Source: an optimization exercise on an open RTL-to-GDS flow (aim: small area, a short achievable clock period and few clock cycles). Production flows keep margins and buffers that such runs may drop. In this exercise RTL edits were held to simulation tests only and were not proved equivalent to the original. The flow treats the clock pin as an ideal source. Dropping or thinning the clock tree relies on that and would not hold on a real chip. Power figures rest on the tool's default switching activity, not on a simulated workload.

== run 1 ==
==> flow/design.v <==
module AEC(clk, rst, ascii_in, ready, valid, result);
input clk;
input rst;
input ready;
input [7:0] ascii_in;
output valid;
output [6:0] result;
reg valid_r;            
reg k_dig, k_pm, k_mul, k_lp, k_rp;    
reg [3:0] xv;           
wire active = k_dig | k_pm | k_mul | k_lp | k_rp;
wire inexpr = ready | active;
wire [7:0] a = ascii_in;
wire is_eq  = a[4] & a[3] & a[2];              
wire is_dig = a[6] | (a[4] & ~(a[3] & a[2]));  
wire is_op  = ~a[6] & ~a[4];                   
wire [2:0] a_inc = a[2:0] + 3'd1;
always @(posedge clk) begin
	if (rst) begin
		valid_r <= 1'b0;
		k_dig   <= 1'b0;
		k_pm    <= 1'b0;
		k_mul   <= 1'b0;
		k_lp    <= 1'b0;
		k_rp    <= 1'b0;
	end else begin
		valid_r <= inexpr & is_eq;
		k_dig   <= inexpr & is_dig;
		k_pm    <= inexpr & is_op & a[0] & (a[1] | a[2]);  
		k_mul   <= inexpr & is_op & ~a[0] & a[1];           
		k_lp    <= inexpr & is_op & ~a[0] & ~a[1];          
		k_rp    <= inexpr & is_op & a[0] & ~a[2] & ~a[1];   
	end
	xv <= a[6] ? {1'b1, a_inc} :
	      is_op ? {a[2], 3'b000} :
	      a[3:0];
end
reg [6:0] A, B, K;
reg [13:0] E0;            
reg [6:0] E1;             
reg v1;                   
reg [6:0] T;              
reg tm;                   
reg [5:0] F;              
reg po;                   
wire v0 = |F;
wire pop = k_rp & F[0] & ~tm;      
wire tclose = k_rp & F[0] & tm;    
wire push = k_lp & po & ~v1;       
wire topen = k_lp & po & v1;       
wire [6:0] S_o = {7{pop}} & E0[13:7];
wire [6:0] r0 = {7{xv[0]}} & B;
wire [6:0] r1 = {7{xv[1]}} & {B[5:0], 1'b0};
wire [6:0] r2 = {7{xv[2]}} & {B[4:0], 2'b0};
wire sub = k_pm & xv[3];
wire cin = k_mul | sub;
wire [6:0] r3 = ({7{xv[3] & ~k_pm}} & {B[3:0], 3'b0}) | S_o | ({7{k_mul}} & ~B) |
                ({7{k_pm}} & (K ^ {7{sub}}));
wire [6:0] s1 = r0 ^ r1 ^ r2;
wire [6:0] c1 = (r0 & r1) | (r0 & r2) | (r1 & r2);
wire [6:0] t1 = {c1[5:0], 1'b0};
wire [6:0] s2 = s1 ^ t1 ^ r3;
wire [6:0] c2 = (s1 & t1) | (s1 & r3) | (t1 & r3);
wire [6:0] t2 = {c2[5:0], cin};
wire [6:0] s3 = s2 ^ t2 ^ A;
wire [6:0] c3 = (s2 & t2) | (s2 & A) | (t2 & A);
wire [6:0] P = s2 + t2;
wire [6:0] Q = s3 + {c3[5:0], 1'b0};
wire a_q = active & ~push & ~k_pm;
wire b_a = k_rp & ~tclose;
wire b_h = k_mul | k_lp | tclose;
wire k_h = k_dig | k_pm | k_mul | (k_rp & ~F[0]);
always @(posedge clk) begin
	A <= ({7{a_q}} & Q) | ({7{k_pm}} & A);
	B <= ({7{k_dig | k_pm}} & P) | ({7{b_a}} & A) | ({7{b_h}} & B) | {6'd0, ~active};
	K <= ({7{k_lp}} & B) | ({7{tclose}} & T) | ({7{pop}} & E0[6:0]) |
	     ({7{k_h}} & K) | {6'd0, ~active};
	po <= k_mul | k_pm;
	F <= ({6{active & ~k_lp & ~k_rp}} & F) | ({6{k_lp}} & {F[4:0], po}) |
	     ({6{k_rp}} & {1'b0, F[5:1]});
	v1 <= (active & ~push & ~pop & v1) | (push & v0);
	tm <= (active & ~tclose & tm) | topen;
	E0 <= ({14{push}} & {A, K}) | ({14{pop}} & {E1, 7'd1}) | ({14{~push & ~pop}} & E0);
	E1 <= ({7{push}} & E0[13:7]) | ({7{~push}} & E1);
	T  <= ({7{topen}} & K) | ({7{~topen}} & T);
end
assign valid  = valid_r;
assign result = A;
endmodule
export LEC_CHECK = 0
export CAP_MARGIN = 20
export CORE_MARGIN = 2
export CORE_UTILIZATION = 45
export SLEW_MARGIN = 20
create_clock -name core_clock -period 14.0 [get_ports {clk}]
standard.sh (not shown) runs the stock make flow with config.mk's settings and CLKGATE_MAP_FILE= SYNTH_SCRIPT=/design/flow/synth_recipe.tcl, a recipe that flattens the netlist after the stock synthesis.
==> flow/flow/run.sh <==
#!/bin/bash
# Runs the standard ORFS layout (standard.sh) with the extra make
# settings listed one per line in flow/make_args, and flow/pre_cts.tcl as
# the CTS step's PRE_CTS_TCL hook (it builds the clock tree itself).
# make's output goes to standard_flow.log; each ORFS step also writes its
# own log under orfs/logs/.
set -euo pipefail
mapfile -t extra < flow/make_args
bash standard.sh "${extra[@]}" "PRE_CTS_TCL=$PWD/flow/pre_cts.tcl" finish > standard_flow.log 2>&1
==> flow/flow/pre_cts.tcl <==
# Clock distribution for this small design: the clock port drives four
# clkbuf_16, one per quadrant of the clock sinks, each placed at the centre
# of its sinks and driving them directly.  TritonCTS builds a deeper tree
# (nine buffers in two levels) for the same sinks; here the CTS step's own
# clock_tree_synthesis call is turned into a no-op that only propagates the
# clock, and the rest of the step (legalisation, timing repair) runs as usual.
proc my_split_clock { } {
  set block [ord::get_db_block]
  set clknet [[$block findBTerm clk] getNet]
  set master [[ord::get_db] findMaster sky130_fd_sc_hd__clkbuf_16]
  set sinks {}
  foreach it [$clknet getITerms] {
    set loc [[$it getInst] getLocation]
    lappend sinks [list [lindex $loc 0] [lindex $loc 1] $it]
  }
  set sinks [lsort -integer -index 0 $sinks]
  set half [expr {([llength $sinks] + 1) / 2}]
  set groups {}
  foreach part [list [lrange $sinks 0 [expr {$half - 1}]] [lrange $sinks $half end]] {
    set part [lsort -integer -index 1 $part]
    set h [expr {([llength $part] + 1) / 2}]
    lappend groups [lrange $part 0 [expr {$h - 1}]] [lrange $part $h end]
  }
  set g 0
  foreach grp $groups {
    if { [llength $grp] == 0 } { continue }
    set buf [odb::dbInst_create $block $master clkbuf_q$g]
    set net [odb::dbNet_create $block clknet_q$g]
    $net setSigType CLOCK
    set sx 0
    set sy 0
    foreach s $grp {
      set it [lindex $s 2]
      incr sx [lindex $s 0]
      incr sy [lindex $s 1]
      $it disconnect
      $it connect $net
    }
    [$buf findITerm A] connect $clknet
    [$buf findITerm X] connect $net
    $buf setLocation [expr {$sx / [llength $grp]}] [expr {$sy / [llength $grp]}]
    $buf setPlacementStatus PLACED
    puts "clock buffer clkbuf_q$g drives [llength $grp] sinks"
    incr g
  }
}

my_split_clock
rename clock_tree_synthesis my_unused_clock_tree_synthesis
proc clock_tree_synthesis { args } {
  set_propagated_clock [all_clocks]
  puts "clock_tree_synthesis skipped: the clock tree was built in PRE_CTS_TCL"
}
Other scripts of this flow, unchanged in this note and not shown: flow/flow/make_args
Having completed the whole flow, run 1 delivered a layout that passed the timing, design-rule and antenna checks.
Testbench counts of run 1, summed over its fixed seeds: cycles 27,544.
--- input diff run 1..run 2 ---
diff --git a/flow/config.mk b/flow/config.mk
--- a/flow/config.mk
+++ b/flow/config.mk
@@ -8,4 +8,4 @@
 export CAP_MARGIN = 20
 export CORE_MARGIN = 2
-export CORE_UTILIZATION = 45
+export CORE_UTILIZATION = 50
 export SLEW_MARGIN = 20
--- outcome ---
- Changes observed in run 2 relative to run 1: detailed router's first-iteration violation count now smaller; post-place setup slack down 39 ps; flop-to-flop setup slack rose by 40 ps; post-detailed-route wirelength per cell neither gained nor lost much.
- Diff run 1 -> run 2: cell area now larger; share of the final layout cell area in multi-input gates neither gained nor lost much; worst setup slack shows an increase of 30 ps.
Input changes introduced in run 3 (baseline for comparison: run 2):
diff --git a/flow/flow/pre_cts.tcl b/flow/flow/pre_cts.tcl
--- a/flow/flow/pre_cts.tcl
+++ b/flow/flow/pre_cts.tcl
@@ -1,4 +1,4 @@
-# Clock distribution for this small design: the clock port drives four
-# clkbuf_16, one per quadrant of the clock sinks, each placed at the centre
+# Clock distribution for this small design: the clock port drives three
+# clkbuf_16, one per third of the clock sinks, each placed at the centre
 # of its sinks and driving them directly.  TritonCTS builds a deeper tree
 # (nine buffers in two levels) for the same sinks; here the CTS step's own
@@ -14,11 +14,10 @@
     lappend sinks [list [lindex $loc 0] [lindex $loc 1] $it]
   }
+  # three groups: sinks sorted by x, split in equal thirds
   set sinks [lsort -integer -index 0 $sinks]
-  set half [expr {([llength $sinks] + 1) / 2}]
+  set n [llength $sinks]
   set groups {}
-  foreach part [list [lrange $sinks 0 [expr {$half - 1}]] [lrange $sinks $half end]] {
-    set part [lsort -integer -index 1 $part]
-    set h [expr {([llength $part] + 1) / 2}]
-    lappend groups [lrange $part 0 [expr {$h - 1}]] [lrange $part $h end]
+  for {set k 0} {$k < 3} {incr k} {
+    lappend groups [lrange $sinks [expr {$k * $n / 3}] [expr {($k + 1) * $n / 3 - 1}]]
   }
   set g 0
Findings:
- Run 3 vs. run 2: relative slew slack went down by 1.5 points.
- Run 3 ends up with a detailed-route wire length per cell that is about 1.5% lower than in run 2.
- | area overhead of the layout relative to synthesis | higher: run 3 |
- Run 3 against run 2: met1 track demand over resource in global routing went down; design area went up.
- On final clock period utilization by the worst path, run 2 and run 3 are basically level.
- Setup slack delta (run 3 − run 2): favourable
- Run 3: full flow OK, the timing, design-rule and antenna checks passed
- Run 3 vs. run 2: routed wire length saw little to no change, combinational cell fraction of total power picked up an extra 1.8 points, sequential share of cell area closely matched the old numbers, via count of the first global-routing pass now smaller.
In every run of this note, the design's own scripts or RTL, not TritonCTS, make the clock network.

* * *

== build 63 ==
AEC, a different RTL version from the one above (not shown whole).
Size: ~350 cells after synthesis, about 69 flip-flops, ~19 I/O pins, ~3500 sq um of cells after synthesis.
Design AEC, start of the top module:
module AEC(clk, rst, ascii_in, ready, valid, result);
input clk;
input rst;
input ready;
input [7:0] ascii_in;
output valid;
output [6:0] result;
reg valid_r;            
reg k_dig, k_pm, k_mul, k_lp, k_rp;    
reg [3:0] xv;           
wire active = k_dig | k_pm | k_mul | k_lp | k_rp;
wire inexpr = ready | active;
wire [7:0] a = ascii_in;
wire is_eq  = a[4] & a[3] & a[2];              
wire is_dig = a[6] | (a[4] & ~(a[3] & a[2]));  
wire is_op  = ~a[6] & ~a[4];                   
wire [2:0] a_inc = a[2:0] + 3'd1;
always @(posedge clk) begin
	if (rst) begin
		valid_r <= 1'b0;
		k_dig   <= 1'b0;
		k_pm    <= 1'b0;
		k_mul   <= 1'b0;
		k_lp    <= 1'b0;
		k_rp    <= 1'b0;
	end else begin
		valid_r <= inexpr & is_eq;
		k_dig   <= inexpr & is_dig;
		k_pm    <= inexpr & is_op & a[0] & (a[1] | a[2]);  
		k_mul   <= inexpr & is_op & ~a[0] & a[1];           
		k_lp    <= inexpr & is_op & ~a[0] & ~a[1];          
		k_rp    <= inexpr & is_op & a[0] & ~a[2] & ~a[1];   
	end
	xv <= a[6] ? {1'b1, a_inc} :
	      is_op ? {1'b0, a[2], 2'b00} :
	      a[3:0];
end
reg [6:0] A, B, K;
reg [13:0] E0;            
reg [6:0] E1;             
reg v0, v1;               
reg [6:0] T;              
reg tm;                   
reg [5:0] F;              
reg po;                   
wire pop = k_rp & F[0] & ~tm;      
wire tclose = k_rp & F[0] & tm;    
wire push = k_lp & po & ~v1;       
wire topen = k_lp & po & v1;       
wire [6:0] S_o = {7{pop}} & E0[13:7];
wire [6:0] r0 = {7{xv[0]}} & B;
wire [6:0] r1 = {7{xv[1]}} & {B[5:0], 1'b0};
wire [6:0] r2 = {7{xv[2]}} & {B[4:0], 2'b0};
wire [6:0] r3 = ({7{xv[3]}} & {B[3:0], 3'b0}) | S_o | ({7{k_mul}} & ~B);
wire [6:0] s1 = r0 ^ r1 ^ r2;
  ...
Settings: LEC_CHECK=0, CAP_MARGIN=20, CORE_MARGIN=2, CORE_UTILIZATION=50, SLEW_MARGIN=20; clock period 14.0 ns.
==> flow/flow/make_args <==
SETUP_SLACK_MARGIN=10.4
BUFFER_PORTS_ARGS=-buffer_cell sky130_fd_sc_hd__buf_1
==> flow/flow/pre_cts.tcl <==
# Clock distribution for this small design: the clock port drives four
# clkbuf_16, one per quadrant of the clock sinks, each placed at the centre
# of its sinks and driving them directly.  TritonCTS builds a deeper tree
# (nine buffers in two levels) for the same sinks; here the CTS step's own
# clock_tree_synthesis call is turned into a no-op that only propagates the
# clock, and the rest of the step (legalisation, timing repair) runs as usual.
proc my_split_clock { } {
  set block [ord::get_db_block]
  set clknet [[$block findBTerm clk] getNet]
  set master [[ord::get_db] findMaster sky130_fd_sc_hd__clkbuf_16]
  set sinks {}
  foreach it [$clknet getITerms] {
    set loc [[$it getInst] getLocation]
    lappend sinks [list [lindex $loc 0] [lindex $loc 1] $it]
  }
  set sinks [lsort -integer -index 0 $sinks]
  set half [expr {([llength $sinks] + 1) / 2}]
  set groups {}
  foreach part [list [lrange $sinks 0 [expr {$half - 1}]] [lrange $sinks $half end]] {
    set part [lsort -integer -index 1 $part]
    set h [expr {([llength $part] + 1) / 2}]
    lappend groups [lrange $part 0 [expr {$h - 1}]] [lrange $part $h end]
  }
  set g 0
  foreach grp $groups {
    if { [llength $grp] == 0 } { continue }
    set buf [odb::dbInst_create $block $master clkbuf_q$g]
    set net [odb::dbNet_create $block clknet_q$g]
    $net setSigType CLOCK
    set sx 0
    set sy 0
    foreach s $grp {
      set it [lindex $s 2]
      incr sx [lindex $s 0]
      incr sy [lindex $s 1]
      $it disconnect
      $it connect $net
    }
    [$buf findITerm A] connect $clknet
    [$buf findITerm X] connect $net
    $buf setLocation [expr {$sx / [llength $grp]}] [expr {$sy / [llength $grp]}]
    $buf setPlacementStatus PLACED
    puts "clock buffer clkbuf_q$g drives [llength $grp] sinks"
    incr g
  }
}

my_split_clock
rename clock_tree_synthesis my_unused_clock_tree_synthesis
proc clock_tree_synthesis { args } {
  set_propagated_clock [all_clocks]
  puts "clock_tree_synthesis skipped: the clock tree was built in PRE_CTS_TCL"
}
Scripts as last shown in full above: flow/flow/run.sh
Testbench counts of build 63, summed over its fixed seeds: cycles 27,544.
> inputs changed (build 63 -> build 32)
--- a/flow/flow/make_args
+++ b/flow/flow/make_args
@@ -1 +1 @@
-SETUP_SLACK_MARGIN=10.4
+SETUP_SLACK_MARGIN=10.3
--- outcome ---
- Combinational power went down slightly going from build 63 to build 32.
- Comparing build 63 and build 32, the higher clock network fraction of total power is on build 32.
- Build 32 vs build 63: layout-stage area growth over the synthesis result down in build 32
- Comparing build 32 with build 63, the final wirelength came out essentially unchanged.
- Diff build 63 -> build 32: largest stage delay on the critical path moved up; share of total power in combinational logic saw little to no change; total net switching power up 0.49 uW.
- [build 32 vs build 63] post-route met1 wirelength: lower in build 32
- A worst setup path endpoint of result[6] is what build 63 shows, while result[4] belongs to build 32.
- Build 32 vs build 63: cell area down
- For total power, build 32 and build 63 come out practically identical.
### build 32 -> build 50
--- a/flow/flow/make_args
+++ b/flow/flow/make_args
@@ -1 +1 @@
-SETUP_SLACK_MARGIN=10.3
+SETUP_SLACK_MARGIN=10.5
Notes after the runs:
- The final layout from build 50, which completed every stage, passed the timing, design-rule and antenna checks at the end of the flow.
- Final worst slack: build 50 vs build 32 up 0.064 ns
- Clock latency of the later-clocked register in the worst-skew pair: build 50 vs build 32, no meaningful difference
- Re final design instance area without fill: build 50 is 4.3% up on build 32.
- Looking only at multi-input logic portion of the cell area, and setting everything else aside, the lower value of build 32 and build 50 goes to build 50.
Here is what was changed in the inputs of build 89 compared with build 50.
# build 50
export LEC_CHECK = 0
export CAP_MARGIN = 20
export CORE_MARGIN = 2
export CORE_UTILIZATION = 50
export SLEW_MARGIN = 20
create_clock -name core_clock -period 14.0 [get_ports {clk}]
# build 89
export LEC_CHECK = 0
export CAP_MARGIN = 20
export CORE_MARGIN = 2
export CORE_UTILIZATION = 60
export SLEW_MARGIN = 20
create_clock -name core_clock -period 14.0 [get_ports {clk}]
--- a/flow/flow/make_args
+++ b/flow/flow/make_args
@@ -1 +1 @@
-SETUP_SLACK_MARGIN=10.5
+SETUP_SLACK_MARGIN=10.4
- The via total after detailed routing in build 89 was lower than what build 50 gave.
- Build 89 vs build 50: core utilization up in build 89
- Build 89 vs. build 50: setup slack of the most critical reg-to-reg path now larger; pin count of the biggest net entering global routing now smaller.
In every run of this note, the design's own scripts or RTL, not TritonCTS, make the clock network.

## afterwards: timing with drivers on the ports
No port has a modelled driver above. Below, the same layouts with a new extraction and two added sets of constraints.
Step 1 sets driving cells, clkbuf_16 on the clock port and buf_2 on the other inputs (assumed; they add their load-dependent delay and slew).
Step 2 adds t to the input delays and takes it off the output delays; t is the mean of the earliest and latest rising clock arrival at the registers after step 1. Input paths then give back, and output paths get back, about the clock's delay inside the block.
a / b / c = ideal / step 1 / step 2; a / b = the first two.
run	t, ns	setup slack, ns	worst hold slack (ns)	slew at the worst register clock pin (ns)	cell pins on the clock port's net
run 1	0.214	10.493 / 10.418 / 10.403	0.455 / 0.455 / 0.455	0.07 / 0.07	4
run 2	0.217	10.523 / 10.445 / 10.392	0.463 / 0.463 / 0.463	0.08 / 0.08	4
run 3	0.210	10.541 / 10.482 / 10.395	0.469 / 0.469 / 0.469	0.09 / 0.09	3
build 63	0.217	10.421 / 10.344 / 10.380	0.451 / 0.451 / 0.451	0.08 / 0.08	4
build 32	0.218	10.385 / 10.308 / 10.372	0.452 / 0.452 / 0.452	0.08 / 0.08	4
build 50	0.217	10.450 / 10.441 / 10.407	0.456 / 0.456 / 0.456	0.08 / 0.08	4
build 89	0.210	10.448 / 10.373 / 10.383	0.443 / 0.443 / 0.443	0.07 / 0.07	4
After both steps setup and hold are still met in every run listed. For run 3, which loses most, drivers alone change the setup slack by -0.059 ns; drivers and shift together by -0.146 ns.
